Background: an optimization exercise with open tools, aiming at small area. Do not read the settings as production practice. The RTL was checked by simulation tests, not by an equivalence proof against the original design. The flow treats the clock pin as an ideal source. Dropping or thinning the clock tree relies on that and would not hold on a real chip. Power figures rest on the tool's default switching activity, not on a simulated workload.

==> flow/design.v (excerpt) <==
module color_wheel_pwm (
    input               clk,
    input               reset,           
    input               rgb_red,
    input               rgb_green,
    input               rgb_blue,
    output [19:0]       red_high,
    output [19:0]       red_low,
    output [19:0]       green_high,
    output [19:0]       green_low,
    output [19:0]       blue_high,
    output [19:0]       blue_low
);
n4fpga_PWM_detection #(.WIDTH(20)) Red
           (
               .clock_3(clk),
               .Reset(reset),
               .RGBval(rgb_red),
               .high_counter(red_high),
               .low_counter(red_low)
           );
n4fpga_PWM_detection #(.WIDTH(20)) Green
           (
               .clock_3(clk),
               .Reset(reset),
               .RGBval(rgb_green),
               .high_counter(green_high),
               .low_counter(green_low)
           );
  ...
For scale: roughly 630 cells after synthesis, about 130 I/O pins, ~7600 µm² of cells after synthesis.
==> flow/config.mk <==
export PLATFORM = sky130hd
export DESIGN_NAME = color_wheel_pwm
export DESIGN_NICKNAME = color_wheel_pwm
export VERILOG_FILES = /design/flow/design.v
export SDC_FILE = /design/flow/constraint.sdc
export NUM_CORES = 4
export LEC_CHECK = 0
export ABC_AREA = 1
export ABC_CLOCK_PERIOD_IN_PS = 6000
export CAP_MARGIN = 20
export CORE_MARGIN = 2
export CORE_UTILIZATION = 40
export CTS_BUF_LIST = sky130_fd_sc_hd__clkbuf_8 sky130_fd_sc_hd__clkbuf_16
export CTS_CLUSTER_DIAMETER = 100
export CTS_CLUSTER_SIZE = 30
export SLEW_MARGIN = 20
export SYNTH_HIERARCHICAL = 1
==> flow/constraint.sdc <==
create_clock -name core_clock -period 6.0 [get_ports {clk}]
set_input_delay 1.2000 -clock core_clock [delete_from_list [all_inputs] [get_ports {clk}]]
set_output_delay 1.2000 -clock core_clock [all_outputs]
set_load 0.01 [all_outputs]
standard.sh (not shown) runs the stock make flow with config.mk's settings and CLKGATE_MAP_FILE= SYNTH_SCRIPT=/design/flow/synth_recipe.tcl, a recipe that flattens the netlist after the stock synthesis.
==> flow/flow/run.sh <==
#!/bin/bash
# Layout flow: the standard ORFS flow (standard.sh) with three changes.
#  1. Synthesis maps logic with an area-oriented ABC script (amap) instead of
#     ORFS's delay-oriented one; everything else in synthesis is unchanged
#     (same registers, same names).
#  2. Port buffers use the smallest buffer cell (buf_1).
#  3. CTS uses no dummy loads and larger sink clusters.
# Each make run's full output goes to a log file in the work folder; ORFS
# also keeps its per-step logs under orfs/logs.
set -euo pipefail
W=$PWD

rm -rf "$W/scripts_area"
cp -r "$FLOW_HOME/scripts" "$W/scripts_area"
cp "$W/flow/abc_area.script" "$W/scripts_area/abc_area.script"

bash "$W/standard.sh" SCRIPTS_DIR="$W/scripts_area" synth > "$W/flow_synth.log" 2>&1

bash "$W/standard.sh" \
  BUFFER_PORTS_ARGS="-buffer_cell sky130_fd_sc_hd__buf_1" \
  CTS_ARGS="$(cat "$W/flow/cts_args.txt")" \
  finish > "$W/flow_layout.log" 2>&1
==> flow/flow/abc_area.script <==
strash
dch
amap
topo
==> flow/flow/cts_args.txt <==
-sink_clustering_enable -repair_clock_nets -dont_use_dummy_load -buf_list {sky130_fd_sc_hd__clkbuf_8 sky130_fd_sc_hd__clkbuf_16} -sink_clustering_size 30 -sink_clustering_max_diameter 100
The baseline completed without violations.
Then changed:
==> flow/run.sh (new file) <==
#!/bin/bash
# synth_recipe.tcl (not shown) runs the flow's synth.tcl, then flattens the netlist and writes it again
# the make line also repeats each setting of config.mk as NAME=value (left out here)
make -C /OpenROAD-flow-scripts/flow DESIGN_CONFIG=/design/flow/config.mk WORK_HOME=/design/flow/orfs CLKGATE_MAP_FILE= SYNTH_SCRIPT=/design/flow/synth_recipe.tcl finish
removed: flow/flow/run.sh
removed: flow/flow/abc_area.script
removed: flow/flow/cts_args.txt
removed: flow/standard.sh
The changed run finished clean.
Final area climbs by 18%.
Setup slack improves by 0.57 ns.
Register-to-register slack improves by 0.57 ns.
Count of clock-buffer cells in the layout climbs by 1.
Final cell count climbs by 45%.
Power climbs by 3.1%.

* * *

color_wheel_pwm, a different RTL version from the one above (not shown whole).
For scale: roughly 650 cells after synthesis, about 130 I/O pins, about 7600 um^2 of cells after synthesis.
clock: 6.0 ns
lec_check: 0
abc_area: 1
abc_clock_period_in_ps: 6000
cap_margin: 5
core_margin: 2
core_utilization: 40
gpl_timing_driven: 0
slew_margin: 5
synth_hierarchical: 1
==> flow/flow/run.sh <==
#!/bin/bash
set -euo pipefail
W=$PWD

rm -rf "$W/scripts_area"
cp -r "$FLOW_HOME/scripts" "$W/scripts_area"
cp "$W/flow/abc_area.script" "$W/scripts_area/abc_area.script"

bash "$W/standard.sh" SCRIPTS_DIR="$W/scripts_area" synth > "$W/flow_synth.log" 2>&1

bash "$W/standard.sh" \
  BUFFER_PORTS_ARGS="-buffer_cell sky130_fd_sc_hd__buf_1" \
  CTS_ARGS="$(cat "$W/flow/cts_args.txt")" \
  POST_CTS_TCL="$W/flow/post_cts.tcl" \
  finish > "$W/flow_layout.log" 2>&1
==> flow/flow/cts_args.txt <==
-sink_clustering_enable -repair_clock_nets -dont_use_dummy_load -buf_list {sky130_fd_sc_hd__clkbuf_8} -sink_clustering_size 22 -sink_clustering_max_diameter 150
==> flow/flow/post_cts.tcl <==
# After CTS: remove the clock tree's branch buffers, the buffers between the
# root buffer and the leaf buffers, and drive the leaf buffers from the root
# buffer directly. Every register keeps the same number of clock buffers
# (root and leaf) on its clock path.
set block [ord::get_db_block]
proc cw_is_clkbuf {inst} {
  return [string match "sky130_fd_sc_hd__clkbuf_*" [[$inst getMaster] getName]]
}
proc cw_out_net {inst} {
  foreach it [$inst getITerms] {
    if {[$it isOutputSignal]} { return [$it getNet] }
  }
  return "NULL"
}
set clk_net [$block findNet clk]
set roots {}
foreach it [$clk_net getITerms] { lappend roots [$it getInst] }
puts "cw_post_cts: clock port drives [llength $roots] cell(s)"
if {[llength $roots] == 1 && [cw_is_clkbuf [lindex $roots 0]]} {
  set root [lindex $roots 0]
  set rnet [cw_out_net $root]
  set branches {}
  foreach it [$rnet getITerms] {
    set inst [$it getInst]
    if {$inst == $root} { continue }
    if {![cw_is_clkbuf $inst]} { continue }
    set onet [cw_out_net $inst]
    set ok 1
    foreach it2 [$onet getITerms] {
      set i2 [$it2 getInst]
      if {$i2 == $inst} { continue }
      if {![cw_is_clkbuf $i2]} { set ok 0 }
    }
    if {$ok} { lappend branches $inst }
  }
  foreach inst $branches {
    set onet [cw_out_net $inst]
    set loads {}
    foreach it2 [$onet getITerms] {
      if {[$it2 getInst] != $inst} { lappend loads $it2 }
    }
    foreach it2 $loads {
      $it2 disconnect
      $it2 connect $rnet
    }
    puts "cw_post_cts: removed branch buffer [$inst getName] ([llength $loads] leaf buffers moved to the root)"
    odb::dbInst_destroy $inst
    odb::dbNet_destroy $onet
  }
  estimate_parasitics -placement
  report_clock_skew
}

# Then make the clock tree of inverters: the root buffer and the leaf buffers
# become inverters (two inversions on every register's clock path, as before
# two buffers). An inv_8 drives the leaf loads with a faster edge than a
# clkbuf_8 and takes less area.
proc cw_to_inverter {inst master_name} {
  set block [ord::get_db_block]
  set master [[ord::get_db] findMaster $master_name]
  set name [$inst getName]
  set loc [$inst getLocation]
  set orient [$inst getOrient]
  set in_net [[$inst findITerm A] getNet]
  set out_net [[$inst findITerm X] getNet]
  odb::dbInst_destroy $inst
  set new [odb::dbInst_create $block $master $name]
  $new setOrient $orient
  $new setLocation [lindex $loc 0] [lindex $loc 1]
  $new setPlacementStatus PLACED
  $new setSourceType TIMING
  [$new findITerm A] connect $in_net
  [$new findITerm Y] connect $out_net
  return $new
}
set clk_net [$block findNet clk]
set roots {}
foreach it [$clk_net getITerms] { lappend roots [$it getInst] }
if {[llength $roots] == 1 && [cw_is_clkbuf [lindex $roots 0]]} {
  set root [lindex $roots 0]
  set rnet [cw_out_net $root]
  set leaves {}
  set ok 1
  foreach it [$rnet getITerms] {
    set inst [$it getInst]
    if {$inst == $root} { continue }
    if {![cw_is_clkbuf $inst]} { set ok 0 }
    lappend leaves $inst
  }
  if {$ok} {
    foreach inst $leaves { cw_to_inverter $inst sky130_fd_sc_hd__inv_8 }
    cw_to_inverter $root sky130_fd_sc_hd__inv_12
    puts "cw_post_cts: clock tree made of inverters: root and [llength $leaves] leaves"
    global_connect
    detailed_placement
    check_placement -verbose
    estimate_parasitics -placement
    report_clock_skew
    report_check_types -max_slew -max_capacitance -violators
  }
}
Other scripts of this flow, unchanged in this note and not shown: flow/flow/abc_area.script
Next try:
==> flow/flow/cts_args.txt (replaced) <==
-sink_clustering_enable -repair_clock_nets -dont_use_dummy_load -buf_list {sky130_fd_sc_hd__clkbuf_8} -sink_clustering_size 25 -sink_clustering_max_diameter 150
=> Final cell count stays flat. Cell area barely changes. Critical path depth is unchanged. Setup slack gets worse by 0.030 ns. Sequential share of layout area is higher by 0.15 points.
Next try:
--- a/flow/flow/post_cts.tcl
+++ b/flow/flow/post_cts.tcl
@@ -90,5 +90,5 @@
   if {$ok} {
     foreach inst $leaves { cw_to_inverter $inst sky130_fd_sc_hd__inv_8 }
-    cw_to_inverter $root sky130_fd_sc_hd__inv_12
+    cw_to_inverter $root sky130_fd_sc_hd__inv_8
     puts "cw_post_cts: clock tree made of inverters: root and [llength $leaves] leaves"
     global_connect
After rerunning: The changed run finished with timing, DRC and antenna clean. Routed wire length does not change. Synthesized cell count stays the same. Design area hardly moves. Final cell count is unchanged. Combinational power hardly moves. Via count is unchanged. Worst setup slack is about the same.
Next try:
--- a/flow/flow/post_cts.tcl
+++ b/flow/flow/post_cts.tcl
@@ -90,5 +90,5 @@
   if {$ok} {
     foreach inst $leaves { cw_to_inverter $inst sky130_fd_sc_hd__inv_8 }
-    cw_to_inverter $root sky130_fd_sc_hd__inv_8
+    cw_to_inverter $root sky130_fd_sc_hd__inv_12
     puts "cw_post_cts: clock tree made of inverters: root and [llength $leaves] leaves"
     global_connect
CORE_UTILIZATION = 70   (was 40)
What happened:
- via count climbs by about 3.5%
- hold slack improved by 0.016 ns
- core utilization climbs by 33 points
- register-to-register slack got worse by 0.097 ns
- global-route usage climbs by 10 points
- clock skew climbs by 0.010 ns
- area after synthesis is unchanged
- synthesized cell count stays the same
- cell area drops by 1.3%

-- static timing again, ports no longer ideal --
How much do the figures lean on ideal ports? The routed layouts below were timed once more, with nothing changed but the port constraints.
Step 1: set_driving_cell puts a clkbuf_16 on clk and a buf_2 on each other input, an assumption about the parent block.
Step 2 times the ports against the registers' clock, not the clock port: input delays grow and output delays shrink by t, the midpoint of the rising clock arrivals with the driver on.
Three values: ideal ports, drivers, drivers and shift; two values: the first two.
run | t (ns) | setup slack, ns | worst data-port slew with drivers (ns) | pins driven straight from the clock port
the first run of note 1 | 0.483 | 1.926 / 1.926 / 1.926 | 0.06 | 1
the second run of note 1 | 0.505 | 2.491 / 2.491 / 2.491 | 0.06 | 1
the first run of note 2 | 0.265 | 1.896 / 1.896 / 1.896 | 0.04 | 1
the second run of note 2 | 0.279 | 1.866 / 1.866 / 1.866 | 0.04 | 1
the third run of note 2 | 0.312 | 1.865 / 1.865 / 1.865 | 0.04 | 1
the fourth run of note 2 | 0.269 | 1.768 / 1.768 / 1.768 | 0.04 | 1
After both steps setup and hold are still met in every run listed.
